Source: an optimization exercise on an open RTL-to-GDS flow (aim: small area and a short achievable clock period). Production flows keep margins and buffers that such runs may drop. Function was not checked in any run shown here: the RTL went through the layout flow alone.

### design/flow/run.sh
#!/bin/bash
# synth_recipe.tcl (not shown) runs the flow's synth.tcl, then flattens the netlist and writes it again
# the make line also repeats each setting of config.mk as NAME=value (left out here)
make -C /OpenROAD-flow-scripts/flow DESIGN_CONFIG=/design/flow/config.mk WORK_HOME=/design/flow/orfs CLKGATE_MAP_FILE= SYNTH_SCRIPT=/design/flow/synth_recipe.tcl finish
### design/flow/config.mk
export PLATFORM = sky130hd
export DESIGN_NAME = top_diannao_node_vMAX
export DESIGN_NICKNAME = top_diannao_node_vMAX
export VERILOG_FILES = /design/flow/design.v
export SDC_FILE = /design/flow/constraint.sdc
export NUM_CORES = 8
export LEC_CHECK = 0
export ABC_AREA = 1
export CAP_MARGIN = 80
export CORE_MARGIN = 2
export CORE_UTILIZATION = 40
export SETUP_SLACK_MARGIN = 5
export SLEW_MARGIN = 80
### design/flow/constraint.sdc
create_clock -name core_clock -period 12.0 [get_ports {clk}]
set_input_delay 2.4000 -clock core_clock [delete_from_list [all_inputs] [get_ports {clk}]]
set_output_delay 2.4000 -clock core_clock [all_outputs]
set_load 0.01 [all_outputs]
### design/flow/design.v
module nfu_booth_enc (
    input  [14:0] B,
    output [7:0]  one,
    output [7:0]  two,
    output [7:0]  neg,
    output [8:0]  ext
);
    wire [17:0] b = {2'b00, B, 1'b0};
    genvar i;
    generate
        for (i = 0; i < 8; i = i + 1) begin : dig
            assign one[i] = b[2*i+1] ^ b[2*i];
            assign two[i] = (b[2*i+2] & ~b[2*i+1] & ~b[2*i]) | (~b[2*i+2] & b[2*i+1] & b[2*i]);
            assign neg[i] = b[2*i+2];
        end
    endgenerate
    wire [8:0] negs = {neg[4], 1'b0, neg[3], 1'b0, neg[2], 1'b0, neg[1], 1'b0, neg[0]};
    assign ext = -negs;
endmodule
module nfu_mul_cs (
    input  [14:0] A,
    input  [7:0]  one,
    input  [7:0]  two,
    input  [7:0]  neg,
    input  [8:0]  ext,
    input         s,
    output [14:0] h0,
    output [14:0] h1
);
    wire pp1;
    wire pp2;
    wire pp3;
    wire pp4;
    wire pp5;
    wire pp6;
    wire pp7;
    wire pp8;
    wire pp9;
    wire pp10;
    wire pp11;
    wire pp12;
    wire pp13;
    wire pp14;
    wire pp15;
    wire pp16;
    wire pp17;
    wire pp18;
    wire pp19;
    wire pp20;
    wire pp21;
    wire pp22;
    wire pp23;
    wire pp24;
    wire pp25;
    wire pp26;
    wire pp27;
    wire pp28;
    wire pp29;
    wire pp30;
    wire pp31;
    wire pp32;
    wire pp33;
    wire pp34;
    wire pp35;
    wire pp36;
    wire pp37;
    wire pp38;
    wire pp39;
    wire pp40;
    wire pp41;
    wire pp42;
    wire pp43;
    wire pp44;
    wire pp45;
    wire pp46;
    wire pp47;
    wire pp48;
    wire pp49;
    wire pp50;
    wire pp51;
    wire pp52;
    wire pp53;
    wire pp54;
    wire pp55;
    wire pp56;
    wire pp57;
    wire pp58;
    wire pp59;
    wire pp60;
    wire pp61;
    wire pp62;
    wire pp63;
    wire pp64;
    wire pp65;
    wire pp66;
    wire pp67;
    wire pp68;
    wire pp69;
    wire pp70;
    wire pp71;
    wire pp72;
    wire pp73;
    wire pp74;
    wire pp75;
    wire pp76;
    wire pp77;
    wire pp78;
    wire pp79;
    wire pp80;
    wire pp81;
    wire pp82;
    wire pp83;
    wire pp84;
    wire pp85;
    wire pp86;
    wire pp87;
    wire pp88;
    wire pp89;
    wire pp90;
    wire pp91;
    wire pp92;
    wire pp93;
    wire pp94;
    wire pp95;
    wire pp96;
    wire pp97;
    wire pp98;
    wire pp99;
    wire pp100;
    wire pp101;
    wire pp102;
    wire pp103;
    wire pp104;
    wire pp105;
    wire pp106;
    wire pp107;
    wire pp108;
    wire pp109;
    wire pp110;
    wire pp111;
    wire pp112;
    wire pp113;
    wire pp114;
    wire pp115;
    wire pp116;
    wire pp117;
    wire pp118;
    wire pp119;
    wire s120;
    wire c121;
    wire s122;
    wire c123;
    wire x124;
    wire s125;
    wire c126;
    wire s127;
    wire c128;
    wire x129;
    wire s130;
    wire c131;
    wire s132;
    wire c133;
    wire x134;
    wire s135;
    wire c136;
    wire x137;
    wire s138;
    wire c139;
    wire s140;
    wire c141;
    wire x142;
    wire s143;
    wire c144;
    wire x145;
    wire s146;
    wire c147;
    wire s148;
    wire c149;
    wire x150;
    wire s151;
    wire c152;
    wire x153;
    wire s154;
    wire c155;
    wire x156;
    wire s157;
    wire c158;
    wire s159;
    wire c160;
    wire x161;
    wire s162;
    wire c163;
    wire x164;
    wire s165;
    wire c166;
    wire x167;
    wire s168;
    wire c169;
    wire s170;
    wire c171;
    wire x172;
    wire s173;
    wire c174;
    wire x175;
    wire s176;
    wire c177;
    wire x178;
    wire s179;
    wire c180;
    wire x181;
    wire s182;
    wire c183;
    wire s184;
    wire c185;
    wire x186;
    wire s187;
    wire c188;
    wire x189;
    wire s190;
    wire c191;
    wire x192;
    wire s193;
    wire c194;
    wire x195;
    wire s196;
    wire c197;
    wire s198;
    wire c199;
    wire x200;
    wire s201;
    wire c202;
    wire x203;
    wire s204;
    wire c205;
    wire x206;
    wire s207;
    wire c208;
    wire x209;
    wire s210;
    wire c211;
    wire x212;
    wire s213;
    wire c214;
    wire s215;
    wire c216;
    wire x217;
    wire s218;
    wire c219;
    wire x220;
    wire s221;
    wire c222;
    wire x223;
    wire s224;
    wire c225;
    wire x226;
    wire s227;
    wire c228;
    wire x229;
    wire s230;
    wire c231;
    wire x232;
    wire s233;
    wire c234;
    wire x235;
    wire s236;
    wire c237;
    wire x238;
    wire s239;
    wire c240;
    wire x241;
    wire s242;
    wire c243;
    wire x244;
    wire s245;
    wire c246;
    wire s247;
    wire c248;
    wire x249;
    wire s250;
    wire c251;
    wire x252;
    wire s253;
    wire c254;
    wire x255;
    wire s256;
    wire c257;
    wire x258;
    wire s259;
    wire c260;
    wire x261;
    wire s262;
    wire c263;
    wire s264;
    wire c265;
    wire x266;
    wire s267;
    wire c268;
    wire x269;
    wire s270;
    wire c271;
    wire x272;
    wire s273;
    wire c274;
    wire x275;
    wire s276;
    wire c277;
    wire x278;
    wire s279;
    wire c280;
    wire x281;
    wire s282;
    wire c283;
    wire s284;
    wire c285;
    wire x286;
    wire s287;
    wire c288;
    wire x289;
    wire s290;
    wire c291;
    wire x292;
    wire s293;
    wire c294;
    wire x295;
    wire s296;
    wire c297;
    wire x298;
    wire s299;
    wire c300;
    wire x301;
    wire s302;
    wire c303;
    wire s304;
    wire c305;
    wire x306;
    wire s307;
    wire c308;
    wire x309;
    wire s310;
    wire c311;
    wire x312;
    wire s313;
    wire c314;
    wire x315;
    wire s316;
    wire c317;
    wire x318;
    wire s319;
    wire c320;
    wire x321;
    wire s322;
    wire c323;
    wire s324;
    wire c325;
    wire x326;
    wire s327;
    wire c328;
    wire x329;
    wire s330;
    wire c331;
    wire x332;
    wire s333;
    wire c334;
    wire x335;
    wire s336;
    wire c337;
    wire x338;
    wire s339;
    wire c340;
    wire x341;
    wire s342;
    wire c343;
    wire s344;
    wire c345;
    wire x346;
    wire s347;
    wire c348;
    wire x349;
    wire s350;
    wire c351;
    wire x352;
    wire s353;
    wire c354;
    wire x355;
    wire s356;
    wire c357;
    wire x358;
    wire s359;
    wire c360;
    wire x361;
    wire s362;
    wire c363;
    wire x364;
    wire s365;
    wire c366;
    wire x367;
    wire s368;
    wire c369;
    wire x370;
    wire s371;
    wire c372;
    wire x373;
    wire s374;
    wire c375;
    wire x376;
    wire s377;
    wire c378;
    wire s379;
    wire c380;
    wire x381;
    wire s382;
    wire c383;
    wire x384;
    wire s385;
    wire c386;
    wire x387;
    wire s388;
    wire c389;
    wire x390;
    wire s391;
    wire c392;
    wire x393;
    wire s394;
    wire c395;
    wire x396;
    wire s397;
    wire c398;
    wire x399;
    wire s400;
    wire c401;
    wire x402;
    wire s403;
    wire c404;
    wire x405;
    wire s406;
    wire c407;
    wire s408;
    wire c409;
    wire x410;
    wire s411;
    wire c412;
    wire x413;
    wire s414;
    wire c415;
    wire x416;
    wire s417;
    wire c418;
    wire x419;
    wire s420;
    wire c421;
    wire x422;
    wire s423;
    wire c424;
    wire x425;
    wire s426;
    wire c427;
    wire x428;
    wire s429;
    wire c430;
    wire s431;
    wire c432;
    wire x433;
    wire s434;
    wire c435;
    wire x436;
    wire s437;
    wire c438;
    wire x439;
    wire s440;
    wire c441;
    assign pp1 = ((one[0] & A[0])) ^ neg[0];
    assign pp2 = ((one[0] & A[1]) | (two[0] & A[0])) ^ neg[0];
    assign pp3 = ((one[0] & A[2]) | (two[0] & A[1])) ^ neg[0];
    assign pp4 = ((one[0] & A[3]) | (two[0] & A[2])) ^ neg[0];
    assign pp5 = ((one[0] & A[4]) | (two[0] & A[3])) ^ neg[0];
    assign pp6 = ((one[0] & A[5]) | (two[0] & A[4])) ^ neg[0];
    assign pp7 = ((one[0] & A[6]) | (two[0] & A[5])) ^ neg[0];
    assign pp8 = ((one[0] & A[7]) | (two[0] & A[6])) ^ neg[0];
    assign pp9 = ((one[0] & A[8]) | (two[0] & A[7])) ^ neg[0];
    assign pp10 = ((one[0] & A[9]) | (two[0] & A[8])) ^ neg[0];
    assign pp11 = ((one[0] & A[10]) | (two[0] & A[9])) ^ neg[0];
    assign pp12 = ((one[0] & A[11]) | (two[0] & A[10])) ^ neg[0];
    assign pp13 = ((one[0] & A[12]) | (two[0] & A[11])) ^ neg[0];
    assign pp14 = ((one[0] & A[13]) | (two[0] & A[12])) ^ neg[0];
    assign pp15 = ((one[0] & A[14]) | (two[0] & A[13])) ^ neg[0];
    assign pp16 = ((two[0] & A[14])) ^ neg[0];
    assign pp17 = ((one[1] & A[0])) ^ neg[1];
    assign pp18 = ((one[1] & A[1]) | (two[1] & A[0])) ^ neg[1];
    assign pp19 = ((one[1] & A[2]) | (two[1] & A[1])) ^ neg[1];
    assign pp20 = ((one[1] & A[3]) | (two[1] & A[2])) ^ neg[1];
    assign pp21 = ((one[1] & A[4]) | (two[1] & A[3])) ^ neg[1];
    assign pp22 = ((one[1] & A[5]) | (two[1] & A[4])) ^ neg[1];
    assign pp23 = ((one[1] & A[6]) | (two[1] & A[5])) ^ neg[1];
    assign pp24 = ((one[1] & A[7]) | (two[1] & A[6])) ^ neg[1];
    assign pp25 = ((one[1] & A[8]) | (two[1] & A[7])) ^ neg[1];
    assign pp26 = ((one[1] & A[9]) | (two[1] & A[8])) ^ neg[1];
    assign pp27 = ((one[1] & A[10]) | (two[1] & A[9])) ^ neg[1];
    assign pp28 = ((one[1] & A[11]) | (two[1] & A[10])) ^ neg[1];
    assign pp29 = ((one[1] & A[12]) | (two[1] & A[11])) ^ neg[1];
    assign pp30 = ((one[1] & A[13]) | (two[1] & A[12])) ^ neg[1];
    assign pp31 = ((one[1] & A[14]) | (two[1] & A[13])) ^ neg[1];
    assign pp32 = ((two[1] & A[14])) ^ neg[1];
    assign pp33 = ((one[2] & A[0])) ^ neg[2];
    assign pp34 = ((one[2] & A[1]) | (two[2] & A[0])) ^ neg[2];
    assign pp35 = ((one[2] & A[2]) | (two[2] & A[1])) ^ neg[2];
    assign pp36 = ((one[2] & A[3]) | (two[2] & A[2])) ^ neg[2];
    assign pp37 = ((one[2] & A[4]) | (two[2] & A[3])) ^ neg[2];
    assign pp38 = ((one[2] & A[5]) | (two[2] & A[4])) ^ neg[2];
    assign pp39 = ((one[2] & A[6]) | (two[2] & A[5])) ^ neg[2];
    assign pp40 = ((one[2] & A[7]) | (two[2] & A[6])) ^ neg[2];
    assign pp41 = ((one[2] & A[8]) | (two[2] & A[7])) ^ neg[2];
    assign pp42 = ((one[2] & A[9]) | (two[2] & A[8])) ^ neg[2];
    assign pp43 = ((one[2] & A[10]) | (two[2] & A[9])) ^ neg[2];
    assign pp44 = ((one[2] & A[11]) | (two[2] & A[10])) ^ neg[2];
    assign pp45 = ((one[2] & A[12]) | (two[2] & A[11])) ^ neg[2];
    assign pp46 = ((one[2] & A[13]) | (two[2] & A[12])) ^ neg[2];
    assign pp47 = ((one[2] & A[14]) | (two[2] & A[13])) ^ neg[2];
    assign pp48 = ((two[2] & A[14])) ^ neg[2];
    assign pp49 = ((one[3] & A[0])) ^ neg[3];
    assign pp50 = ((one[3] & A[1]) | (two[3] & A[0])) ^ neg[3];
    assign pp51 = ((one[3] & A[2]) | (two[3] & A[1])) ^ neg[3];
    assign pp52 = ((one[3] & A[3]) | (two[3] & A[2])) ^ neg[3];
    assign pp53 = ((one[3] & A[4]) | (two[3] & A[3])) ^ neg[3];
    assign pp54 = ((one[3] & A[5]) | (two[3] & A[4])) ^ neg[3];
    assign pp55 = ((one[3] & A[6]) | (two[3] & A[5])) ^ neg[3];
    assign pp56 = ((one[3] & A[7]) | (two[3] & A[6])) ^ neg[3];
    assign pp57 = ((one[3] & A[8]) | (two[3] & A[7])) ^ neg[3];
    assign pp58 = ((one[3] & A[9]) | (two[3] & A[8])) ^ neg[3];
    assign pp59 = ((one[3] & A[10]) | (two[3] & A[9])) ^ neg[3];
    assign pp60 = ((one[3] & A[11]) | (two[3] & A[10])) ^ neg[3];
    assign pp61 = ((one[3] & A[12]) | (two[3] & A[11])) ^ neg[3];
    assign pp62 = ((one[3] & A[13]) | (two[3] & A[12])) ^ neg[3];
    assign pp63 = ((one[3] & A[14]) | (two[3] & A[13])) ^ neg[3];
    assign pp64 = ((two[3] & A[14])) ^ neg[3];
    assign pp65 = ((one[4] & A[0])) ^ neg[4];
    assign pp66 = ((one[4] & A[1]) | (two[4] & A[0])) ^ neg[4];
    assign pp67 = ((one[4] & A[2]) | (two[4] & A[1])) ^ neg[4];
    assign pp68 = ((one[4] & A[3]) | (two[4] & A[2])) ^ neg[4];
    assign pp69 = ((one[4] & A[4]) | (two[4] & A[3])) ^ neg[4];
    assign pp70 = ((one[4] & A[5]) | (two[4] & A[4])) ^ neg[4];
    assign pp71 = ((one[4] & A[6]) | (two[4] & A[5])) ^ neg[4];
    assign pp72 = ((one[4] & A[7]) | (two[4] & A[6])) ^ neg[4];
    assign pp73 = ((one[4] & A[8]) | (two[4] & A[7])) ^ neg[4];
    assign pp74 = ((one[4] & A[9]) | (two[4] & A[8])) ^ neg[4];
    assign pp75 = ((one[4] & A[10]) | (two[4] & A[9])) ^ neg[4];
    assign pp76 = ((one[4] & A[11]) | (two[4] & A[10])) ^ neg[4];
    assign pp77 = ((one[4] & A[12]) | (two[4] & A[11])) ^ neg[4];
    assign pp78 = ((one[4] & A[13]) | (two[4] & A[12])) ^ neg[4];
    assign pp79 = ((one[4] & A[14]) | (two[4] & A[13])) ^ neg[4];
    assign pp80 = ((two[4] & A[14])) ^ neg[4];
    assign pp81 = ((one[5] & A[0])) ^ neg[5];
    assign pp82 = ((one[5] & A[1]) | (two[5] & A[0])) ^ neg[5];
    assign pp83 = ((one[5] & A[2]) | (two[5] & A[1])) ^ neg[5];
    assign pp84 = ((one[5] & A[3]) | (two[5] & A[2])) ^ neg[5];
    assign pp85 = ((one[5] & A[4]) | (two[5] & A[3])) ^ neg[5];
    assign pp86 = ((one[5] & A[5]) | (two[5] & A[4])) ^ neg[5];
    assign pp87 = ((one[5] & A[6]) | (two[5] & A[5])) ^ neg[5];
    assign pp88 = ((one[5] & A[7]) | (two[5] & A[6])) ^ neg[5];
    assign pp89 = ((one[5] & A[8]) | (two[5] & A[7])) ^ neg[5];
    assign pp90 = ((one[5] & A[9]) | (two[5] & A[8])) ^ neg[5];
    assign pp91 = ((one[5] & A[10]) | (two[5] & A[9])) ^ neg[5];
    assign pp92 = ((one[5] & A[11]) | (two[5] & A[10])) ^ neg[5];
    assign pp93 = ((one[5] & A[12]) | (two[5] & A[11])) ^ neg[5];
    assign pp94 = ((one[5] & A[13]) | (two[5] & A[12])) ^ neg[5];
    assign pp95 = ((one[5] & A[14]) | (two[5] & A[13])) ^ neg[5];
    assign pp96 = ((one[6] & A[0])) ^ neg[6];
    assign pp97 = ((one[6] & A[1]) | (two[6] & A[0])) ^ neg[6];
    assign pp98 = ((one[6] & A[2]) | (two[6] & A[1])) ^ neg[6];
    assign pp99 = ((one[6] & A[3]) | (two[6] & A[2])) ^ neg[6];
    assign pp100 = ((one[6] & A[4]) | (two[6] & A[3])) ^ neg[6];
    assign pp101 = ((one[6] & A[5]) | (two[6] & A[4])) ^ neg[6];
    assign pp102 = ((one[6] & A[6]) | (two[6] & A[5])) ^ neg[6];
    assign pp103 = ((one[6] & A[7]) | (two[6] & A[6])) ^ neg[6];
    assign pp104 = ((one[6] & A[8]) | (two[6] & A[7])) ^ neg[6];
    assign pp105 = ((one[6] & A[9]) | (two[6] & A[8])) ^ neg[6];
    assign pp106 = ((one[6] & A[10]) | (two[6] & A[9])) ^ neg[6];
    assign pp107 = ((one[6] & A[11]) | (two[6] & A[10])) ^ neg[6];
    assign pp108 = ((one[6] & A[12]) | (two[6] & A[11])) ^ neg[6];
    assign pp109 = ((one[7] & A[0])) ^ neg[7];
    assign pp110 = ((one[7] & A[1]) | (two[7] & A[0])) ^ neg[7];
    assign pp111 = ((one[7] & A[2]) | (two[7] & A[1])) ^ neg[7];
    assign pp112 = ((one[7] & A[3]) | (two[7] & A[2])) ^ neg[7];
    assign pp113 = ((one[7] & A[4]) | (two[7] & A[3])) ^ neg[7];
    assign pp114 = ((one[7] & A[5]) | (two[7] & A[4])) ^ neg[7];
    assign pp115 = ((one[7] & A[6]) | (two[7] & A[5])) ^ neg[7];
    assign pp116 = ((one[7] & A[7]) | (two[7] & A[6])) ^ neg[7];
    assign pp117 = ((one[7] & A[8]) | (two[7] & A[7])) ^ neg[7];
    assign pp118 = ((one[7] & A[9]) | (two[7] & A[8])) ^ neg[7];
    assign pp119 = ((one[7] & A[10]) | (two[7] & A[9])) ^ neg[7];
    assign s120 = s ^ neg[0];
    assign c121 = s & neg[0];
    assign s122 = s ^ pp2;
    assign c123 = s & pp2;
    assign x124 = s ^ neg[1];
    assign s125 = x124 ^ pp3;
    assign c126 = (s & neg[1]) | (pp3 & x124);
    assign s127 = pp17 ^ c123;
    assign c128 = pp17 & c123;
    assign x129 = s ^ pp4;
    assign s130 = x129 ^ pp18;
    assign c131 = (s & pp4) | (pp18 & x129);
    assign s132 = c126 ^ c128;
    assign c133 = c126 & c128;
    assign x134 = s ^ neg[2];
    assign s135 = x134 ^ pp5;
    assign c136 = (s & neg[2]) | (pp5 & x134);
    assign x137 = pp19 ^ pp33;
    assign s138 = x137 ^ c131;
    assign c139 = (pp19 & pp33) | (c131 & x137);
    assign s140 = s135 ^ c133;
    assign c141 = s135 & c133;
    assign x142 = s ^ pp6;
    assign s143 = x142 ^ pp20;
    assign c144 = (s & pp6) | (pp20 & x142);
    assign x145 = pp34 ^ c136;
    assign s146 = x145 ^ s143;
    assign c147 = (pp34 & c136) | (s143 & x145);
    assign s148 = c139 ^ c141;
    assign c149 = c139 & c141;
    assign x150 = s ^ neg[3];
    assign s151 = x150 ^ pp7;
    assign c152 = (s & neg[3]) | (pp7 & x150);
    assign x153 = pp21 ^ pp35;
    assign s154 = x153 ^ pp49;
    assign c155 = (pp21 & pp35) | (pp49 & x153);
    assign x156 = c144 ^ s151;
    assign s157 = x156 ^ s154;
    assign c158 = (c144 & s151) | (s154 & x156);
    assign s159 = c147 ^ s157;
    assign c160 = c147 & s157;
    assign x161 = s ^ pp8;
    assign s162 = x161 ^ pp22;
    assign c163 = (s & pp8) | (pp22 & x161);
    assign x164 = pp36 ^ pp50;
    assign s165 = x164 ^ c152;
    assign c166 = (pp36 & pp50) | (c152 & x164);
    assign x167 = c155 ^ s162;
    assign s168 = x167 ^ c158;
    assign c169 = (c155 & s162) | (c158 & x167);
    assign s170 = s165 ^ c160;
    assign c171 = s165 & c160;
    assign x172 = s ^ neg[4];
    assign s173 = x172 ^ pp9;
    assign c174 = (s & neg[4]) | (pp9 & x172);
    assign x175 = pp23 ^ pp37;
    assign s176 = x175 ^ pp51;
    assign c177 = (pp23 & pp37) | (pp51 & x175);
    assign x178 = pp65 ^ c163;
    assign s179 = x178 ^ s173;
    assign c180 = (pp65 & c163) | (s173 & x178);
    assign x181 = s176 ^ c166;
    assign s182 = x181 ^ s179;
    assign c183 = (s176 & c166) | (s179 & x181);
    assign s184 = c169 ^ c171;
    assign c185 = c169 & c171;
    assign x186 = s ^ pp10;
    assign s187 = x186 ^ pp24;
    assign c188 = (s & pp10) | (pp24 & x186);
    assign x189 = pp38 ^ pp52;
    assign s190 = x189 ^ pp66;
    assign c191 = (pp38 & pp52) | (pp66 & x189);
    assign x192 = c174 ^ c177;
    assign s193 = x192 ^ s187;
    assign c194 = (c174 & c177) | (s187 & x192);
    assign x195 = s190 ^ c180;
    assign s196 = x195 ^ s193;
    assign c197 = (s190 & c180) | (s193 & x195);
    assign s198 = c183 ^ s196;
    assign c199 = c183 & s196;
    assign x200 = neg[5] ^ pp11;
    assign s201 = x200 ^ pp25;
    assign c202 = (neg[5] & pp11) | (pp25 & x200);
    assign x203 = pp39 ^ pp53;
    assign s204 = x203 ^ pp67;
    assign c205 = (pp39 & pp53) | (pp67 & x203);
    assign x206 = pp81 ^ c188;
    assign s207 = x206 ^ c191;
    assign c208 = (pp81 & c188) | (c191 & x206);
    assign x209 = s201 ^ s204;
    assign s210 = x209 ^ c194;
    assign c211 = (s201 & s204) | (c194 & x209);
    assign x212 = s207 ^ c197;
    assign s213 = x212 ^ s210;
    assign c214 = (s207 & c197) | (s210 & x212);
    assign s215 = c199 ^ s213;
    assign c216 = c199 & s213;
    assign x217 = pp12 ^ pp26;
    assign s218 = x217 ^ pp40;
    assign c219 = (pp12 & pp26) | (pp40 & x217);
    assign x220 = pp54 ^ pp68;
    assign s221 = x220 ^ pp82;
    assign c222 = (pp54 & pp68) | (pp82 & x220);
    assign x223 = c202 ^ c205;
    assign s224 = x223 ^ s218;
    assign c225 = (c202 & c205) | (s218 & x223);
    assign x226 = s221 ^ c208;
    assign s227 = x226 ^ s224;
    assign c228 = (s221 & c208) | (s224 & x226);
    assign x229 = c211 ^ s227;
    assign s230 = x229 ^ c214;
    assign c231 = (c211 & s227) | (c214 & x229);
    assign x232 = neg[6] ^ pp13;
    assign s233 = x232 ^ pp27;
    assign c234 = (neg[6] & pp13) | (pp27 & x232);
    assign x235 = pp41 ^ pp55;
    assign s236 = x235 ^ pp69;
    assign c237 = (pp41 & pp55) | (pp69 & x235);
    assign x238 = pp83 ^ pp96;
    assign s239 = x238 ^ c219;
    assign c240 = (pp83 & pp96) | (c219 & x238);
    assign x241 = c222 ^ s233;
    assign s242 = x241 ^ s236;
    assign c243 = (c222 & s233) | (s236 & x241);
    assign x244 = c225 ^ s239;
    assign s245 = x244 ^ s242;
    assign c246 = (c225 & s239) | (s242 & x244);
    assign s247 = c228 ^ s245;
    assign c248 = c228 & s245;
    assign x249 = pp14 ^ pp28;
    assign s250 = x249 ^ pp42;
    assign c251 = (pp14 & pp28) | (pp42 & x249);
    assign x252 = pp56 ^ pp70;
    assign s253 = x252 ^ pp84;
    assign c254 = (pp56 & pp70) | (pp84 & x252);
    assign x255 = pp97 ^ c234;
    assign s256 = x255 ^ c237;
    assign c257 = (pp97 & c234) | (c237 & x255);
    assign x258 = s250 ^ s253;
    assign s259 = x258 ^ c240;
    assign c260 = (s250 & s253) | (c240 & x258);
    assign x261 = c243 ^ s256;
    assign s262 = x261 ^ s259;
    assign c263 = (c243 & s256) | (s259 & x261);
    assign s264 = c246 ^ c248;
    assign c265 = c246 & c248;
    assign x266 = neg[7] ^ pp15;
    assign s267 = x266 ^ pp29;
    assign c268 = (neg[7] & pp15) | (pp29 & x266);
    assign x269 = pp43 ^ pp57;
    assign s270 = x269 ^ pp71;
    assign c271 = (pp43 & pp57) | (pp71 & x269);
    assign x272 = pp85 ^ pp98;
    assign s273 = x272 ^ pp109;
    assign c274 = (pp85 & pp98) | (pp109 & x272);
    assign x275 = c251 ^ c254;
    assign s276 = x275 ^ s267;
    assign c277 = (c251 & c254) | (s267 & x275);
    assign x278 = s270 ^ s273;
    assign s279 = x278 ^ c257;
    assign c280 = (s270 & s273) | (c257 & x278);
    assign x281 = s276 ^ c260;
    assign s282 = x281 ^ s279;
    assign c283 = (s276 & c260) | (s279 & x281);
    assign s284 = c263 ^ s282;
    assign c285 = c263 & s282;
    assign x286 = pp16 ^ pp30;
    assign s287 = x286 ^ pp44;
    assign c288 = (pp16 & pp30) | (pp44 & x286);
    assign x289 = pp58 ^ pp72;
    assign s290 = x289 ^ pp86;
    assign c291 = (pp58 & pp72) | (pp86 & x289);
    assign x292 = pp99 ^ pp110;
    assign s293 = x292 ^ c268;
    assign c294 = (pp99 & pp110) | (c268 & x292);
    assign x295 = c271 ^ c274;
    assign s296 = x295 ^ s287;
    assign c297 = (c271 & c274) | (s287 & x295);
    assign x298 = s290 ^ c277;
    assign s299 = x298 ^ s293;
    assign c300 = (s290 & c277) | (s293 & x298);
    assign x301 = s296 ^ c280;
    assign s302 = x301 ^ s299;
    assign c303 = (s296 & c280) | (s299 & x301);
    assign s304 = c283 ^ s302;
    assign c305 = c283 & s302;
    assign x306 = ext[0] ^ pp31;
    assign s307 = x306 ^ pp45;
    assign c308 = (ext[0] & pp31) | (pp45 & x306);
    assign x309 = pp59 ^ pp73;
    assign s310 = x309 ^ pp87;
    assign c311 = (pp59 & pp73) | (pp87 & x309);
    assign x312 = pp100 ^ pp111;
    assign s313 = x312 ^ c288;
    assign c314 = (pp100 & pp111) | (c288 & x312);
    assign x315 = c291 ^ s307;
    assign s316 = x315 ^ s310;
    assign c317 = (c291 & s307) | (s310 & x315);
    assign x318 = c294 ^ c297;
    assign s319 = x318 ^ s313;
    assign c320 = (c294 & c297) | (s313 & x318);
    assign x321 = s316 ^ c300;
    assign s322 = x321 ^ s319;
    assign c323 = (s316 & c300) | (s319 & x321);
    assign s324 = c303 ^ s322;
    assign c325 = c303 & s322;
    assign x326 = ext[1] ^ pp32;
    assign s327 = x326 ^ pp46;
    assign c328 = (ext[1] & pp32) | (pp46 & x326);
    assign x329 = pp60 ^ pp74;
    assign s330 = x329 ^ pp88;
    assign c331 = (pp60 & pp74) | (pp88 & x329);
    assign x332 = pp101 ^ pp112;
    assign s333 = x332 ^ c308;
    assign c334 = (pp101 & pp112) | (c308 & x332);
    assign x335 = c311 ^ s327;
    assign s336 = x335 ^ s330;
    assign c337 = (c311 & s327) | (s330 & x335);
    assign x338 = c314 ^ c317;
    assign s339 = x338 ^ s333;
    assign c340 = (c314 & c317) | (s333 & x338);
    assign x341 = s336 ^ c320;
    assign s342 = x341 ^ s339;
    assign c343 = (s336 & c320) | (s339 & x341);
    assign s344 = c323 ^ s342;
    assign c345 = c323 & s342;
    assign x346 = ext[2] ^ pp47;
    assign s347 = x346 ^ pp61;
    assign c348 = (ext[2] & pp47) | (pp61 & x346);
    assign x349 = pp75 ^ pp89;
    assign s350 = x349 ^ pp102;
    assign c351 = (pp75 & pp89) | (pp102 & x349);
    assign x352 = pp113 ^ c328;
    assign s353 = x352 ^ c331;
    assign c354 = (pp113 & c328) | (c331 & x352);
    assign x355 = s347 ^ s350;
    assign s356 = x355 ^ c334;
    assign c357 = (s347 & s350) | (c334 & x355);
    assign x358 = c337 ^ s353;
    assign s359 = x358 ^ c340;
    assign c360 = (c337 & s353) | (c340 & x358);
    assign x361 = s356 ^ c343;
    assign s362 = x361 ^ s359;
    assign c363 = (s356 & c343) | (s359 & x361);
    assign x364 = ext[3] ^ pp48;
    assign s365 = x364 ^ pp62;
    assign c366 = (ext[3] & pp48) | (pp62 & x364);
    assign x367 = pp76 ^ pp90;
    assign s368 = x367 ^ pp103;
    assign c369 = (pp76 & pp90) | (pp103 & x367);
    assign x370 = pp114 ^ c348;
    assign s371 = x370 ^ c351;
    assign c372 = (pp114 & c348) | (c351 & x370);
    assign x373 = s365 ^ s368;
    assign s374 = x373 ^ c354;
    assign c375 = (s365 & s368) | (c354 & x373);
    assign x376 = s371 ^ c357;
    assign s377 = x376 ^ s374;
    assign c378 = (s371 & c357) | (s374 & x376);
    assign s379 = c360 ^ s377;
    assign c380 = c360 & s377;
    assign x381 = ext[4] ^ pp63;
    assign s382 = x381 ^ pp77;
    assign c383 = (ext[4] & pp63) | (pp77 & x381);
    assign x384 = pp91 ^ pp104;
    assign s385 = x384 ^ pp115;
    assign c386 = (pp91 & pp104) | (pp115 & x384);
    assign x387 = c366 ^ c369;
    assign s388 = x387 ^ s382;
    assign c389 = (c366 & c369) | (s382 & x387);
    assign x390 = s385 ^ c372;
    assign s391 = x390 ^ s388;
    assign c392 = (s385 & c372) | (s388 & x390);
    assign x393 = c375 ^ s391;
    assign s394 = x393 ^ c378;
    assign c395 = (c375 & s391) | (c378 & x393);
    assign x396 = ext[5] ^ pp64;
    assign s397 = x396 ^ pp78;
    assign c398 = (ext[5] & pp64) | (pp78 & x396);
    assign x399 = pp92 ^ pp105;
    assign s400 = x399 ^ pp116;
    assign c401 = (pp92 & pp105) | (pp116 & x399);
    assign x402 = c383 ^ c386;
    assign s403 = x402 ^ s397;
    assign c404 = (c383 & c386) | (s397 & x402);
    assign x405 = s400 ^ c389;
    assign s406 = x405 ^ s403;
    assign c407 = (s400 & c389) | (s403 & x405);
    assign s408 = c392 ^ s406;
    assign c409 = c392 & s406;
    assign x410 = ext[6] ^ pp79;
    assign s411 = x410 ^ pp93;
    assign c412 = (ext[6] & pp79) | (pp93 & x410);
    assign x413 = pp106 ^ pp117;
    assign s414 = x413 ^ c398;
    assign c415 = (pp106 & pp117) | (c398 & x413);
    assign x416 = c401 ^ s411;
    assign s417 = x416 ^ c404;
    assign c418 = (c401 & s411) | (c404 & x416);
    assign x419 = s414 ^ c407;
    assign s420 = x419 ^ s417;
    assign c421 = (s414 & c407) | (s417 & x419);
    assign x422 = ext[7] ^ pp80;
    assign s423 = x422 ^ pp94;
    assign c424 = (ext[7] & pp80) | (pp94 & x422);
    assign x425 = pp107 ^ pp118;
    assign s426 = x425 ^ c412;
    assign c427 = (pp107 & pp118) | (c412 & x425);
    assign x428 = s423 ^ c415;
    assign s429 = x428 ^ s426;
    assign c430 = (s423 & c415) | (s426 & x428);
    assign s431 = c418 ^ s429;
    assign c432 = c418 & s429;
    assign x433 = ext[8] ^ pp95;
    assign s434 = x433 ^ pp108;
    assign c435 = (ext[8] & pp95) | (pp108 & x433);
    assign x436 = pp119 ^ c424;
    assign s437 = x436 ^ s434;
    assign c438 = (pp119 & c424) | (s434 & x436);
    assign x439 = c427 ^ s437;
    assign s440 = x439 ^ c430;
    assign c441 = (c427 & s437) | (c430 & x439);
    wire [10:0] low = {c185, s182, s168, c149, s146, s138, s130, s125, c121, pp1} + {s198, s184, s170, s159, s148, s140, s132, s127, s122, s120};
    assign h0 = {c432, c421, c409, c395, c380, c363, c345, c325, c305, c285, c265, s262, c231, c216, s215};
    assign h1 = {s440, s431, s420, s408, s394, s379, s362, s344, s324, s304, s284, s264, s247, s230, low[10]};
endmodule
module nfu_csa4 (
    input  [15:0] a,
    input  [15:0] b,
    input  [15:0] c,
    input  [15:0] d,
    output [15:0] y0,
    output [15:0] y1
);
    wire [15:0] x1 = a ^ b;
    wire [15:0] s1 = x1 ^ c;
    wire [15:0] c1 = {(a[14:0] & b[14:0]) | (c[14:0] & x1[14:0]), 1'b0};
    wire [15:0] x2 = s1 ^ c1;
    assign y0 = x2 ^ d;
    assign y1 = {(s1[14:0] & c1[14:0]) | (d[14:0] & x2[14:0]), 1'b0};
endmodule
module nfu_max4 (
    input  [15:0] a,
    input  [15:0] b,
    input  [15:0] c,
    input  [15:0] d,
    output [15:0] y
);
    wire ab = a > b;
    wire ac = a > c;
    wire ad = a > d;
    wire bc = b > c;
    wire bd = b > d;
    wire cd = c > d;
    wire sa = ab & ac & ad;
    wire sb = ~ab & bc & bd;
    wire sc = ~ac & ~bc & cd;
    wire sd = ~ad & ~bd & ~cd;
    assign y = ({16{sa}} & a) | ({16{sb}} & b) | ({16{sc}} & c) | ({16{sd}} & d);
endmodule
module top_diannao_node_vMAX (
        clk,
        i_inputs,
        i_synapses,
        i_op,
        i_nbout,
        i_load,
        o_to_edram
    );
    input           clk;
    input  [255:0]  i_inputs;
    input  [255:0]  i_synapses;
    input  [0:0]    i_op;
    input  [15:0]   i_nbout;
    input           i_load;
    output [15:0]   o_to_edram;
    reg  [239:0] mag_a;
    reg  [127:0] one1, two1, neg1;
    reg  [15:0]  sgn1;
    reg  [239:0] cs0, cs1;
    reg  [15:0]  sgn2;
    reg  [63:0]  gsum0, gsum1, gmax;
    reg  [15:0]  rsum0, rsum1, rmax;
    reg  [15:0]  out_reg;
    assign o_to_edram = out_reg;
    wire [239:0] h0, h1;
    wire [255:0] prod;
    wire [63:0]  gsum0_d, gsum1_d, gmax_d;
    genvar j, k;
    generate
        for (j = 0; j < 16; j = j + 1) begin : lane
            wire [7:0] one0, two0, neg0;
            wire [8:0] ext0, ext1;
            nfu_booth_enc ENC (
                .B   (i_synapses[16*j +: 15]),
                .one (one0),
                .two (two0),
                .neg (neg0),
                .ext (ext0)
            );
            always @(posedge clk) begin
                mag_a[15*j +: 15] <= i_inputs[16*j +: 15];
                sgn1[j]           <= i_inputs[16*j+15] ^ i_synapses[16*j+15];
                one1[8*j +: 8]    <= one0;
                two1[8*j +: 8]    <= two0;
                neg1[8*j +: 8]    <= neg0;
            end
            assign ext1 = -{neg1[8*j+4], 1'b0, neg1[8*j+3], 1'b0, neg1[8*j+2], 1'b0, neg1[8*j+1], 1'b0, neg1[8*j]};
            nfu_mul_cs MUL (
                .A   (mag_a[15*j +: 15]),
                .one (one1[8*j +: 8]),
                .two (two1[8*j +: 8]),
                .neg (neg1[8*j +: 8]),
                .ext (ext1),
                .s   (sgn1[j]),
                .h0  (h0[15*j +: 15]),
                .h1  (h1[15*j +: 15])
            );
            assign prod[16*j +: 16] = {sgn2[j], cs0[15*j +: 15] + cs1[15*j +: 15]};
        end
        for (k = 0; k < 4; k = k + 1) begin : grp
            nfu_csa4 GS (prod[64*k +: 16], prod[64*k+16 +: 16], prod[64*k+32 +: 16], prod[64*k+48 +: 16],
                         gsum0_d[16*k +: 16], gsum1_d[16*k +: 16]);
            nfu_max4 GM (prod[64*k +: 16], prod[64*k+16 +: 16], prod[64*k+32 +: 16], prod[64*k+48 +: 16],
                         gmax_d[16*k +: 16]);
        end
    endgenerate
    wire [63:0] gsum;
    assign gsum[15:0]  = gsum0[15:0]  + gsum1[15:0];
    assign gsum[31:16] = gsum0[31:16] + gsum1[31:16];
    assign gsum[47:32] = gsum0[47:32] + gsum1[47:32];
    assign gsum[63:48] = gsum0[63:48] + gsum1[63:48];
    wire [15:0] ss0, ss1, sm, ms0, ms1, mm;
    nfu_csa4 SS (gsum[15:0], gsum[31:16], gsum[47:32], gsum[63:48], ss0, ss1);
    nfu_max4 SM (gsum[15:0], gsum[31:16], gsum[47:32], gsum[63:48], sm);
    nfu_csa4 MS (gmax[15:0], gmax[31:16], gmax[47:32], gmax[63:48], ms0, ms1);
    nfu_max4 MM (gmax[15:0], gmax[31:16], gmax[47:32], gmax[63:48], mm);
    wire [15:0] fx  = rsum0 ^ rsum1;
    wire [15:0] fs  = fx ^ out_reg;
    wire [15:0] fc  = {(rsum0[14:0] & rsum1[14:0]) | (out_reg[14:0] & fx[14:0]), 1'b0};
    wire [15:0] fin_sum = fs + fc;
    wire        take = rmax > out_reg;
    wire [15:0] fin_max = ({16{take}} & rmax) | ({16{~take}} & out_reg);
    wire [15:0] fin     = i_op[0] ? fin_max : fin_sum;
    always @(posedge clk) begin
        cs0     <= h0;
        cs1     <= h1;
        sgn2    <= sgn1;
        gsum0   <= gsum0_d;
        gsum1   <= gsum1_d;
        gmax    <= gmax_d;
        rsum0   <= i_op[0] ? ms0 : ss0;
        rsum1   <= i_op[0] ? ms1 : ss1;
        rmax    <= i_op[0] ? mm : sm;
        out_reg <= i_load ? fin : i_nbout;
    end
endmodule
==> results of run 1 <==
synthesized netlist by cell type (19+ instances only):
cell,count
clkinv_1,80
nor3_1,86
fa_1,1631
a21oi_1,486
o21ai_1,24
nand3_1,382
xnor2_1,131
dfxtp_1,1355
o211ai_1,20
nor2_1,685
o21bai_1,68
nand3_2,22
nand2_1,1376
o21ai_0,196
o22ai_1,1697
a31oi_1,45
o21a_1,25
xor2_1,2011
a211oi_1,19
inv_2,92
nand4_1,227
a21o_1,84
clkbuf_1,516
mux2_2,96
inv_1,2813
nand2_2,42
a31o_2,39
ha_1,1432
buf_1,105
metal layers:
layer	global-route usage (%)	up-vias	part of all wire, %
li1	-	52667	-
met5	0	-	0.024
met4	10.61	16	5.2
met1	31.45	54578	41
met2	39.97	4280	47
met3	3.191	917	6.5
worst max-delay path by stage:
| stage | slack (ps) | endpoint | start |
|---|---|---|---|
| 6_report | 7060 | gmax[47] | cs1[165] |
| 5_1_grt | 6710 | gmax[47] | cs1[165] |
| 4_1_cts | 7100 | gmax[47] | cs1[165] |
| 3_5_place_dp | 7130 | gmax[33] | cs1[165] |
| 3_3_place_gp | 7070 | gmax[52] | cs0[180] |
| 2_1_floorplan | 8030 | gmax[62] | cs0[180] |
per-stage QoR:
stage                     worst slack, ps  utilization [%]  hold WS [ps]
final                                7059            46.65         439.9
after global placement               7073            42.83         569.9
after floorplan                      8030                -         481.0
after detailed placement             7127            44.72         454.0
after CTS                            7098            46.42         435.5
after global routing                 6711            46.64         445.4
worst max-delay path, cell delays in order, from the launching register on:
cell and delay (ps):
dfxtp_1 360, ha_4 150, inv_1 60, fa_4 480, inv_1 110, nand3_1 110, nand3_1 240, a21oi_1 110
o21ai_1 200, a21oi_1 90, o21bai_1 150, xor2_1 220, buf_4 260, inv_1 130, ha_1 320, nand4_1 210
nor2_1 170, nand2_1 60, nand3_1 110, o41ai_4 100, clkdlybuf4s50_1 470, nor2_4 200, nand3_2 250, nor2_1 150
nor2_1 60, nand3_1 70
registers in the layout (all words and copies together) (netlist names), 60 cells and up, named ones only:
signal	cells
cs0	240
cs1	240
gmax	64
gsum0	64
gsum1	60
lane.MUL.neg	112
mag_a	240
one1	128
two1	128
layout make-up:
cell class / instances / share of cell area, %
multi-input cells: 11007 / 64.05
flip-flops and latches: 1371 / 17.08
inverters: 2988 / 7.325
repair buffers: 806 / 4.279
well taps: 4730 / 3.595
clock buffers: 224 / 2.971
clock inverters: 100 / 0.6786
diodes: 12 / 0.01824
logic make-up (layout without fill, tap and decap cells):
kind of cell | Yosys count | in the layout
buf+inv | 3642 | 4118
fa+ha+maj | 3063 | 3063
simple gates | 2901 | 2901
compound gates | 2785 | 2785
xor+xnor | 2160 | 2160
flops | 1371 | 1371
mux | 98 | 98
other cells | 0 | 12
==> impl_metrics.json, run 1 <==
{
  "reg2regPathDepth": 25,
  "clk_pin_slew_worst_paths_ps": 70,
  "final_area_um2": 164600,
  "maxCapViolCount": 0,
  "hold_class": "reg -> reg",
  "r2r_end": "gmax[47]",
  "synthDistinctLibCells": 74,
  "asyncSetResetFlopFracSynth_pct": 0,
  "final_common_cell": "inv_1",
  "setup-violations-final": 0,
  "timing.rr.start": "cs1[165]",
  "r2r_slack_ps": 7060,
  "viasPerCell": 5.295,
  "cp.required_ps": 12810,
  "synth-compound-area-share_pct": 12.10,
  "rsz0062_at_grt": "no",
  "numPortBuffers": 546,
  "num_vias": 112458,
  "post_drt_wl_per_cell_um": 20.62,
  "drive_gt1_share_pct": 13.42,
  "dieArea_um2": 359500,
  "grt-ovfl-total": 0,
  "regArea_um2": 28120,
  "timing.slew.headroom_pct": 78.24,
  "synth_top_family_by_area": "adder cells",
  "status": "finished clean",
  "synthTopCellsByArea": "fa_1 23%, dfxtp_1 19%, ha_1 13%, xor2_1 12%, o22ai_1 7.5%",
  "synth_area_um2": 141900,
  "drcViolationCount": 0,
  "synth_area_leader_cell": "fa_1",
  "path_max_fanout": 9,
  "multiInputGateArea_um2": 105500,
  "cts_tree": "yes",
  "clock-root-buffer": "clkbuf_16",
  "hold_buffers": 0,
  "hold_violations": 0,
  "worst_ep_arrival_time_ps": 5750,
  "finalWirelength_um": 437900,
  "holdCritStartpoint": "sgn1[7]",
  "rows": 218,
  "die_y_um": 599.6,
  "nNetsFinal": 19944,
  "mostFrequentLayoutCells": "2,311 x inv_1, 1,806 x xor2_1, 1,696 x o22ai_1",
  "min_period_ps": 4941,
  "antenna_found_initial": 38,
  "drt-pass1-iter-count": 8,
  "worst_pin_slew_ps": 326.0,
  "synth_ff_type": "dfxtp_1",
  "nFillCells": 33879,
  "ctsHtreeMaxLevel": 4,
  "globalplace.congestion": 0.9623,
  "cts_buffer_depth": 4,
  "min_to": "sgn2[7]",
  "grt_pass1_vias": 113352,
  "coreArea_um2": 353000,
  "syn_inst": 16020,
  "die_w_um": 599.6,
  "initial_utilization_pct": 40.20,
  "synthAdderAreaFrac_pct": 35.64,
  "finalClockSkew_ps": 47.97,
  "synth-simple-area-share_pct": 8.887,
  "final.setup.tns_ps": 0,
  "whs_path_depth": 0,
  "ctsResizeCount": 0,
  "ios": 547,
  "grt_pass1_wl_um": 676700,
  "grt.total_usage_pct": 24.13,
  "clkSinkCount": 1371,
  "post_cts_buffers": 0,
  "yosysWarnings": 1,
  "antenna_left": 0,
  "syn2layout_area_growth_pct": 16.02,
  "max_freq_mhz": 202.4,
  "synth_edf_count": 16,
  "instances_no_fill": 21238,
  "muxShareOfSynthArea_pct": 0.7759,
  "drt_iter0_drc": 9094,
  "synth_nets": 19614,
  "grt_max_degree": 36,
  "synth_xor_area_share_pct": 13.43,
  "cts_made_buffers": 176,
  "slew_viol_final": 0,
  "dpl_cell_area_um2": 157800,
  "dp_hpwl_um": 346800,
  "clk_latency_ps": 910,
  "synth_top_cell_area_share_pct": 23.01,
  "postSynthAreaPerCell_um2": 8.858,
  "start_kind": "register",
  "yosysSeqAreaShare_pct": 19.45,
  "fin_crit_sh_pct": 41.17,
  "place_inst": 20891,
  "ys_ff_latch": 1371,
  "cp-end-kind": "register",
  "critical_path_class": "reg -> reg"
}
==> run 2, diff against run 1 <==
==> design/flow/flow/run.sh (new file) <==
#!/bin/bash
set -euo pipefail
bash standard.sh SETUP_SLACK_MARGIN=8.2 finish > standard.log 2>&1
==> design/flow/standard.sh (new file) <==
#!/bin/bash
# synth_recipe.tcl (not shown) runs the flow's synth.tcl, then flattens the netlist and writes it again
# the make line also repeats each setting of config.mk as NAME=value (left out here)
make -C /OpenROAD-flow-scripts/flow DESIGN_CONFIG=/design/flow/config.mk WORK_HOME=/design/flow/orfs CLKGATE_MAP_FILE= SYNTH_SCRIPT=/design/flow/synth_recipe.tcl "${@:-finish}"
removed: design/flow/run.sh
==> run 2 against run 1 <==
Sequential share of layout area is 0.67 points lower. Worst setup slack gained 860 ps. Non-clock buffer count grew 299. Clock skew rose by 20 ps. Synthesized area stayed put. Final cell count rose by 1.4%.
==> impl_metrics.json, run 2 <==
{
  "post_drt_wl_per_cell_um": 20.68,
  "synth_nets": 19614,
  "clk_pin_slew_worst_paths_ps": 60,
  "slew_viol_final": 0,
  "coreArea_um2": 353000,
  "setup-violations-final": 0,
  "grt_pass1_wl_um": 683700,
  "maxCapViolCount": 0,
  "viasPerCell": 5.337,
  "timing.slew.headroom_pct": 77.08,
  "cp.required_ps": 9600,
  "layout_setup_ws_ps": 7920,
  "final_common_cell": "inv_1",
  "synth_top_family_by_area": "adder cells",
  "cts_buffer_depth": 4,
  "dp_hpwl_um": 343300,
  "yosysSeqAreaShare_pct": 19.45,
  "hold_violations": 0,
  "synth_area_um2": 141900,
  "syn2layout_area_growth_pct": 21.09,
  "dieArea_um2": 359500,
  "synthAdderAreaFrac_pct": 35.64,
  "synth_commonest_cells": "2,813 x inv_1, 2,011 x xor2_1, 1,697 x o22ai_1, 1,631 x fa_1, 1,432 x ha_1",
  "initial_utilization_pct": 40.20,
  "path_max_fanout": 2,
  "cts_made_buffers": 171,
  "yosysMostFrequentCell": "inv_1",
  "clkSinkCount": 1371,
  "critical_path_class": "reg -> out",
  "mostFrequentLayoutCells": "2,233 x inv_1, 1,795 x xor2_1, 1,697 x o22ai_1",
  "synth_top_cell_area_share_pct": 23.01,
  "antenna_found_initial": 16,
  "synthDistinctLibCells": 74,
  "top_regs": "cs0 x240, cs1 x240, mag_a x240",
  "status": "finished clean",
  "final.setup.tns_ps": 0,
  "ys_ff_latch": 1371,
  "yosysWarnings": 1,
  "syn_inst": 16020,
  "globalplace.congestion": 0.9770,
  "drt_iter0_drc": 9588,
  "cp-end-kind": "primary output",
  "grt-ovfl-total": 0,
  "num_vias": 114902,
  "asyncSetResetFlopFracSynth_pct": 0,
  "rows": 218,
  "dp_slack_ps": 6682,
  "synthTopCellsByArea": "fa_1 23%, dfxtp_1 19%, ha_1 13%, xor2_1 12%, o22ai_1 7.5%",
  "numPortBuffers": 546,
  "drt-pass1-iter-count": 7,
  "antenna_left": 0,
  "min_period_ps": 4080,
  "worst_pin_slew_ps": 341.7,
  "finalWirelength_um": 445200,
  "synth-simple-area-share_pct": 8.887,
  "drcViolationCount": 0,
  "die_w_um": 599.6,
  "start_kind": "register",
  "grt_pass1_vias": 116070,
  "ios": 547,
  "finalClockSkew_ps": 68.20,
  "rsz0062_at_grt": "yes",
  "cts_tree": "yes",
  "ctsHtreeMaxLevel": 4,
  "nNetsFinal": 20248,
  "synth_ff_type": "dfxtp_1",
  "postSynthAreaPerCell_um2": 8.858,
  "grt.total_usage_pct": 24.27,
  "synth_xor_area_share_pct": 13.43,
  "die_y_um": 599.6,
  "worst_ep_arrival_time_ps": 1680,
  "drive_gt1_share_pct": 19.10,
  "max_freq_mhz": 245.1,
  "hold_class": "reg -> reg",
  "clock-root-buffer": "clkbuf_16",
  "synth_area_leader_cell": "fa_1",
  "clk_latency_ps": 930,
  "grt_max_degree": 36,
  "synth-compound-area-share_pct": 12.10,
  "synth_edf_count": 16,
  "fin_crit_sh_pct": 34.00,
  "muxShareOfSynthArea_pct": 0.7759
}
-- run 2: cell counts after synthesis --
No cell type changed its count.
-- run 2: worst max-delay path, cell delays in order (launching register included) --
cell and delay [ps]:
edfxtp_1 460, buf_6 180, buf_6 120
-- run 2: cell type report --
| cell class | count | area [µm²] |
|---|---|---|
| Antenna cell | 5 | 12.51 |
| Sequential cell | 1371 | 28200 |
| Fill cell | 33170 | 181100 |
| Inverter | 2988 | 12140 |
| Clock inverter | 107 | 1296 |
| Timing Repair inverter | 1 | 7.507 |
| Clock buffer | 206 | 4646 |
| Timing Repair Buffer | 1105 | 9836 |
| Tap cell | 4730 | 5918 |
| Multi-Input combinational cell | 11016 | 109800 |
-- run 2: timing repair --
item / CTS / global route
gates resized for setup: 558 / 534
pin swaps: 260 / 369
hold buffers: 0 / 0
buffers inserted: 185 / 117
cloned: 11 / 2
endpoints found under the setup margin: 96 / 99
-- run 2: path summary, 6_finish.rpt --
check | end | depth (start not counted) | startpoint | slack (ps)
setup reg to reg | gmax[24] | 21 | cs1[75] | 7970
setup / recovery | o_to_edram[14] | 2 | register | 7920
hold / removal | sgn2[8] | 0 | sgn1[8] | 400
hold reg to reg | sgn2[8] | 0 | sgn1[8] | 400
-- run 2: metal layers --
metal  global-route usage, %  wire length, µm  up-vias
li1                        -                -    53275
met1                   31.06           179700    56092
met4                   11.40            24110       22
met2                   40.52           210400     4540
met5                       0              127        -
met3                   3.283            30770      973
-- run 2: cells by family (layout without fill, tap and decap cells) --
group                      after synthesis  count (layout)
AOI/OAI and AO/OA                     2785            2785
xor gates and xnor gates              2160            2160
adders and majority gates             3063            3063
buffers and inverters                 3642            4407
DFF                                   1371            1371
muxes                                   98              98
other                                    0               5
and+or+nand+nor                       2901            2910
-- run 2: per-stage QoR --
stage | area, µm² | utilization (%) | hold slack [ps] | instances
floorplan | 141900 | - | 481.0 | 16020
global placement | 151200 | 42.83 | 588.7 | 20693
detailed placement | 157800 | 44.72 | 460.6 | 20889
CTS | 167800 | 47.54 | 436.6 | 21398
global route | 171800 | 48.68 | 401.3 | 21528
finish | 171800 | 48.68 | 401.3 | 21529
==> run 3, diff against run 2 <==
==> design/flow/flow/run.sh (replaced) <==
#!/bin/bash
# Standard ORFS layout (the standard.sh, standard synthesis unchanged), with
# extra settings for timing repair, clock tree and port buffers.
set -euo pipefail
bash standard.sh SETUP_SLACK_MARGIN=8.2 CTS_CLUSTER_SIZE=30 CTS_CLUSTER_DIAMETER=80 finish > standard.log 2>&1
==> run 3 against run 2 <==
Still clean. Fmax down 1.0%. Synthesized cell count unchanged. Global-route usage down 0.20 points. Count of clock-buffer cells in the layout down 85. Routed wire length down 0.56%. Synthesized area unchanged. Flip-flop and latch count unchanged. Worst hold slack worse by 1.8 ps. Critical path depth unchanged. Critical path type unchanged. Critical endpoint unchanged. Highest routed layer unchanged.
==> impl_metrics.json, run 3 <==
{
  "synth_nets": 19614,
  "rsz0062_at_grt": "yes",
  "die_w_um": 599.6,
  "gr-usage-met3_pct": 2.980,
  "synth_commonest_cells": "2,813 x inv_1, 2,011 x xor2_1, 1,697 x o22ai_1, 1,631 x fa_1, 1,432 x ha_1",
  "gr-usage-met2_pct": 40.35,
  "cp.required_ps": 9600,
  "synth_top_cell_area_share_pct": 23.01,
  "use_met1_pct": 31.00,
  "synth_area_um2": 141900,
  "drive_gt1_share_pct": 19.35,
  "num_vias": 114711,
  "viasPerCell": 5.345,
  "yosysMostFrequentCell": "inv_1",
  "synth_ff_type": "dfxtp_1",
  "crit_path_cell_trace": "buf_6, buf_6",
  "top_regs": "cs0 x240, cs1 x240, mag_a x240",
  "syn2layout_area_growth_pct": 20.76,
  "clock-root-buffer": "clkbuf_16",
  "status": "finished clean",
  "finalClockSkew_ps": 81.31,
  "setup-violations-final": 0,
  "hold_violations": 0,
  "cp-end-kind": "primary output",
  "clk_latency_ps": 950,
  "r2r_end": "gmax[24]",
  "asyncSetResetFlopFracSynth_pct": 0,
  "cpPeakStageDelay_ps": 470,
  "start_kind": "register",
  "cts_buffer_depth": 4,
  "grt_busiest_layer": "met2",
  "numPortBuffers": 546,
  "nFillCells": 33243,
  "dp_hpwl_um": 343300,
  "die_y_um": 599.6,
  "synthTopCellsByArea": "fa_1 23%, dfxtp_1 19%, ha_1 13%, xor2_1 12%, o22ai_1 7.5%",
  "nNetsFinal": 20224,
  "grt_pass1_wl_um": 678600,
  "coreArea_um2": 353000,
  "grt_pass1_vias": 115221,
  "worst-path-stages": 2,
  "yosysSeqAreaShare_pct": 19.45,
  "antenna_found_initial": 16,
  "syn_inst": 16020,
  "ys_ff_latch": 1371,
  "antenna_left": 0,
  "timing.rr.start": "cs1[75]",
  "mostFrequentLayoutCells": "2,228 x inv_1, 1,797 x xor2_1, 1,697 x o22ai_1",
  "slowest_stage": "edfxtp_1",
  "yosysWarnings": 1,
  "rows": 218,
  "final_common_cell": "inv_1",
  "ctsHtreeMaxLevel": 3,
  "dpl_cell_area_um2": 157800,
  "reg2regPathDepth": 23,
  "postSynthAreaPerCell_um2": 8.858,
  "max_freq_mhz": 242.6,
  "drt_iter0_drc": 9567,
  "cts_tree": "yes",
  "dieArea_um2": 359500,
  "critPathTopFamily": "flip-flops",
  "cts_made_buffers": 117,
  "ios": 547,
  "drt-pass1-iter-count": 9,
  "r2r_slack_ps": 8000,
  "clkSinkCount": 1371,
  "maxCapViolCount": 0,
  "critical_path.most_common_cell": "buf_6",
  "endpoint": "o_to_edram[14]",
  "synthDistinctLibCells": 74,
  "critical_path_class": "reg -> out",
  "final.setup.tns_ps": 0,
  "path_max_fanout": 2,
  "hold_class": "reg -> reg",
  "synth_area_leader_cell": "fa_1",
  "clk_pin_slew_worst_paths_ps": 100,
  "drcViolationCount": 0,
  "fin_crit_sh_pct": 34.35,
  "finalWirelength_um": 442700,
  "grt_max_degree": 36,
  "crit_buf_inv": 2,
  "grt-ovfl-total": 0,
  "worst_ep_arrival_time_ps": 1720,
  "final_area_um2": 171400,
  "grt.total_usage_pct": 24.07,
  "synth_edf_count": 16,
  "initial_utilization_pct": 40.20,
  "min_period_ps": 4122,
  "post_drt_wl_per_cell_um": 20.63,
  "timing.slew.headroom_pct": 64.32,
  "hold_buffers": 0,
  "globalplace.congestion": 0.9770,
  "slew_viol_final": 0,
  "worst_pin_slew_ps": 533.2
}
==> run 3: area by class of cell <==
type	count	area (µm²)	share of cell area, %
flip-flops and latches	1371	28230	16.47
repair buffers	1132	10030	5.853
multi-input cells	11018	110300	64.35
well taps	4730	5918	3.453
clock buffers	121	2985	1.742
inverters	2988	12150	7.091
diodes	5	12.51	0.007301
clock inverters	95	1759	1.027
repair inverters	2	16.27	0.009492
==> run 3: worst min-delay path by stage <==
stage / depth (start not counted) / from / endpoint / slack [ps]
2_1_floorplan: 2 / sgn2[11] / gmax[47] / 480
3_3_place_gp: 0 / sgn1[3] / sgn2[3] / 590
3_5_place_dp: 0 / sgn1[5] / sgn2[5] / 460
4_1_cts: 0 / sgn1[8] / sgn2[8] / 470
5_1_grt: 0 / sgn1[8] / sgn2[8] / 370
6_report: 0 / sgn1[8] / sgn2[8] / 400
==> run 3: metal layers <==
metal  wire [µm]  up-vias
met5         133        -
met4       24090       22
met3       28940     1009
met2      210200     4499
met1      179300    55988
li1            -    53193
==> run 3: through the flow <==
stage | cells | setup WS, ps | hold WS (ps) | utilization (%)
5_1_grt | 21461 | 7834 | 366.5 | 48.55
2_1_floorplan | 16020 | 8212 | 481.0 | -
6_report | 21462 | 7878 | 399.6 | 48.55
4_1_cts | 21304 | 7810 | 465.1 | 47.22
3_5_place_dp | 20889 | 6682 | 460.6 | 44.72
3_3_place_gp | 20693 | 6543 | 588.7 | 42.83
==> run 3: cell families (layout without fill, tap and decap cells) <==
logic type / Yosys count / count (layout) / synth area share (%)
buffers and inverters: 3642 / 4338 / 9.722
adder cells (fa/ha/maj): 3063 / 3063 / 35.64
AND/OR/NAND/NOR: 2901 / 2912 / 8.887
AO/OA/AOI/OAI: 2785 / 2785 / 12.10
XOR/XNOR: 2160 / 2160 / 13.43
flip-flops: 1371 / 1371 / 19.45
multiplexers: 98 / 98 / 0.7759
other: 0 / 5 / 0
==> run 3: timing repair <==
item                       CTS  global route
cloned                      10             6
setup endpoints to repair   96           102
setup buffers              189           142
gates resized for setup    567           644
pin swaps                  266           397
==> run 4, diff against run 3 <==
==> design/flow/flow/run.sh (replaced) <==
#!/bin/bash
# Standard ORFS layout (the standard.sh, standard synthesis unchanged), with
# extra settings for timing repair, clock tree and port buffers.
set -euo pipefail
bash standard.sh SETUP_SLACK_MARGIN=8.2 "BUFFER_PORTS_ARGS=-buffer_cell sky130_fd_sc_hd__buf_1" finish > standard.log 2>&1
==> run 4 against run 3 <==
Still clean. Worst hold slack gained 26 ps. Critical path depth grew 26. Flip-flop and latch count is the same. Critical endpoint is now gmax[22]. Highest routed layer unchanged.
==> impl_metrics.json, run 4 <==
{
  "status": "finished clean",
  "antenna_left": 0,
  "dp_hpwl_um": 343600,
  "dieArea_um2": 359500,
  "synthDistinctLibCells": 74,
  "yosysWarnings": 1,
  "mostFrequentLayoutCells": "2,244 x inv_1, 1,795 x xor2_1, 1,697 x o22ai_1",
  "final_common_cell": "inv_1",
  "reg2regPathDepth": 28,
  "asyncSetResetFlopFracSynth_pct": 0,
  "num_vias": 114352,
  "clock-root-buffer": "clkbuf_16",
  "worst_ep_arrival_time_ps": 5120,
  "regArea_um2": 28190,
  "layout_setup_ws_ps": 7684,
  "top_regs": "cs0 x240, cs1 x240, mag_a x240",
  "drcViolationCount": 0,
  "rsz0062_at_grt": "yes",
  "nFillCells": 33364,
  "final_core_util_pct": 47.68,
  "slew_viol_final": 0,
  "yosysSeqAreaShare_pct": 19.45,
  "finalClockSkew_ps": 97.06,
  "post_drt_wl_per_cell_um": 20.62,
  "coreArea_um2": 353000,
  "cp.required_ps": 12810,
  "grt_pass1_vias": 114791,
  "yosysMostFrequentCell": "inv_1",
  "maxCapViolCount": 0,
  "clk_pin_slew_worst_paths_ps": 60,
  "path_max_fanout": 5,
  "postSynthAreaPerCell_um2": 8.858,
  "synth_area_um2": 141900,
  "hold_class": "reg -> reg",
  "grt_max_degree": 33,
  "initial_utilization_pct": 40.20,
  "synth_edf_count": 16,
  "grt-ovfl-total": 0,
  "grt_pass1_wl_um": 680500,
  "dp_slack_ps": 6256,
  "cts_made_buffers": 169,
  "clk_latency_ps": 950,
  "timing.slew.headroom_pct": 77.12,
  "max_freq_mhz": 231.7,
  "synthTopCellsByArea": "fa_1 23%, dfxtp_1 19%, ha_1 13%, xor2_1 12%, o22ai_1 7.5%",
  "ctsHtreeMaxLevel": 4,
  "drt-pass1-iter-count": 9,
  "slowest_stage": "dfxtp_1",
  "cp-end-kind": "register",
  "die_w_um": 599.6,
  "cts_buffer_depth": 4,
  "numPortBuffers": 546,
  "setup-violations-final": 0,
  "viasPerCell": 5.313,
  "cts_tree": "yes",
  "grt.total_usage_pct": 24.21,
  "syn2layout_area_growth_pct": 18.59,
  "ios": 547,
  "globalplace.congestion": 0.9624,
  "start_kind": "register",
  "drt_iter0_drc": 9593,
  "antenna_found_initial": 25,
  "final.setup.tns_ps": 0,
  "synth_nets": 19614,
  "rows": 218,
  "worst_pin_slew_ps": 342.9,
  "fin_crit_sh_pct": 35.97,
  "clkSinkCount": 1371,
  "syn_inst": 16020,
  "synth_ff_type": "dfxtp_1",
  "hold_slack_ps": 425.1,
  "nNetsFinal": 20242,
  "drive_gt1_share_pct": 18.78,
  "whs_path_depth": 0,
  "cpPeakStageDelay_ps": 320,
  "min_period_ps": 4316,
  "finalWirelength_um": 443800,
  "synth_area_leader_cell": "fa_1",
  "synth_commonest_cells": "2,813 x inv_1, 2,011 x xor2_1, 1,697 x o22ai_1, 1,631 x fa_1, 1,432 x ha_1",
  "die_y_um": 599.6,
  "multiInputGateArea_um2": 109600,
  "critical_path_class": "reg -> reg",
  "hold_violations": 0,
  "synth_top_cell_area_share_pct": 23.01,
  "ys_ff_latch": 1371
}
==> run 4: changes by cell type in the layout (fill, tap and decap cells not counted), moves of 29 or more <==
| cell | before | now |
|---|---|---|
| buf_1 | 24 | 535 |
| buf_4 | 380 | 351 |
| clkbuf_16 | 120 | 180 |
| clkdlybuf4s50_1 | 506 | 1 |
| dfxtp_1 | 1070 | 1099 |
| dfxtp_2 | 180 | 150 |
==> run 4: area by class of cell <==
| type | instances | share of cell area (%) |
|---|---|---|
| repair buffers | 1102 | 3.938 |
| repair inverters | 1 | 0.004461 |
| flip-flops and latches | 1371 | 16.75 |
| clock buffers | 228 | 2.909 |
| clock inverters | 82 | 0.5495 |
| diodes | 7 | 0.01041 |
| inverters | 2988 | 7.211 |
| multi-input cells | 11015 | 65.11 |
| well taps | 4730 | 3.517 |
==> run 4: worst paths after layout <==
kind | start | endpoint | slack [ps]
worst max register to register | cs0[81] | gmax[22] | 7680
worst max-delay path | cs0[81] | gmax[22] | 7680
worst min register to register | sgn1[8] | sgn2[8] | 430
worst min-delay path | sgn1[8] | sgn2[8] | 430
==> run 4: kinds of logic (layout without fill, tap and decap cells) <==
family | Yosys count | in the layout | share of synthesized area, %
simple gates | 2901 | 2909 | 8.887
flops | 1371 | 1371 | 19.45
compound gates | 2785 | 2785 | 12.10
xor+xnor | 2160 | 2160 | 13.43
fa+ha+maj | 3063 | 3063 | 35.64
other cells | 0 | 7 | 0
buf+inv | 3642 | 4401 | 9.722
mux | 98 | 98 | 0.7759
==> run 4: routing by layer <==
layer / track usage, % / up-vias / wire length, µm
li1: - / 53275 / -
met1: 30.88 / 55665 / 178900
met2: 40.33 / 4429 / 210100
met3: 3.373 / 965 / 29810
met4: 11.62 / 18 / 24950
met5: 0 / - / 108
==> run 4: critical path, delay by kind of cell (launching register included) <==
kind	cells	cell delay, ps
simple gates	11	1030
flops	1	320
buf+inv	7	1140
fa+ha+maj	2	550
compound gates	8	1200
==> run 4: timing repair <==
action,CTS,global route
pin swaps,253,348
endpoints found under the setup margin,96,101
gates cloned,7,4
buffers inserted,170,123
hold buffers,0,0
gates resized for setup,507,531
==> run 4: stage by stage <==
step / instance area [µm²] / std cells
4_1_cts: 164100 / 21373
3_3_place_gp: 147800 / 20700
6_report: 168300 / 21524
5_1_grt: 168300 / 21520
3_5_place_dp: 154800 / 20886
2_1_floorplan: 141900 / 16020

## afterwards: timing with drivers on the ports
The flow's constraints put no driver on any port. The routed layouts listed below were extracted and timed again, unchanged, in two steps.
Step 1: set_driving_cell puts a clkbuf_16 on clk and a buf_2 on each other input, an assumption about the parent block.
Step 2 also shifts input and output timing later by t, the mid clock arrival at the registers, as if the neighbouring blocks saw the same clock.
a / b / c = ideal ports / drivers / drivers and shift; a / b = the first two.
run	t (ns)	setup slack, ns	worst hold slack (ns)	latest minus earliest clock arrival (ns)	worst slew at a driven data input, ns
run 1	0.996	7.059 / 7.059 / 7.059	0.440 / 0.440 / 0.440	0.055 / 0.055	0.16
run 2	0.995	7.920 / 7.812 / 7.932	0.401 / 0.401 / 0.401	0.082 / 0.082	0.20
run 3	1.022	7.878 / 7.770 / 7.968	0.400 / 0.400 / 0.400	0.093 / 0.093	0.22
run 4	1.007	7.684 / 7.684 / 7.684	0.425 / 0.425 / 0.425	0.103 / 0.103	0.20
After both steps setup and hold are still met in every run listed.
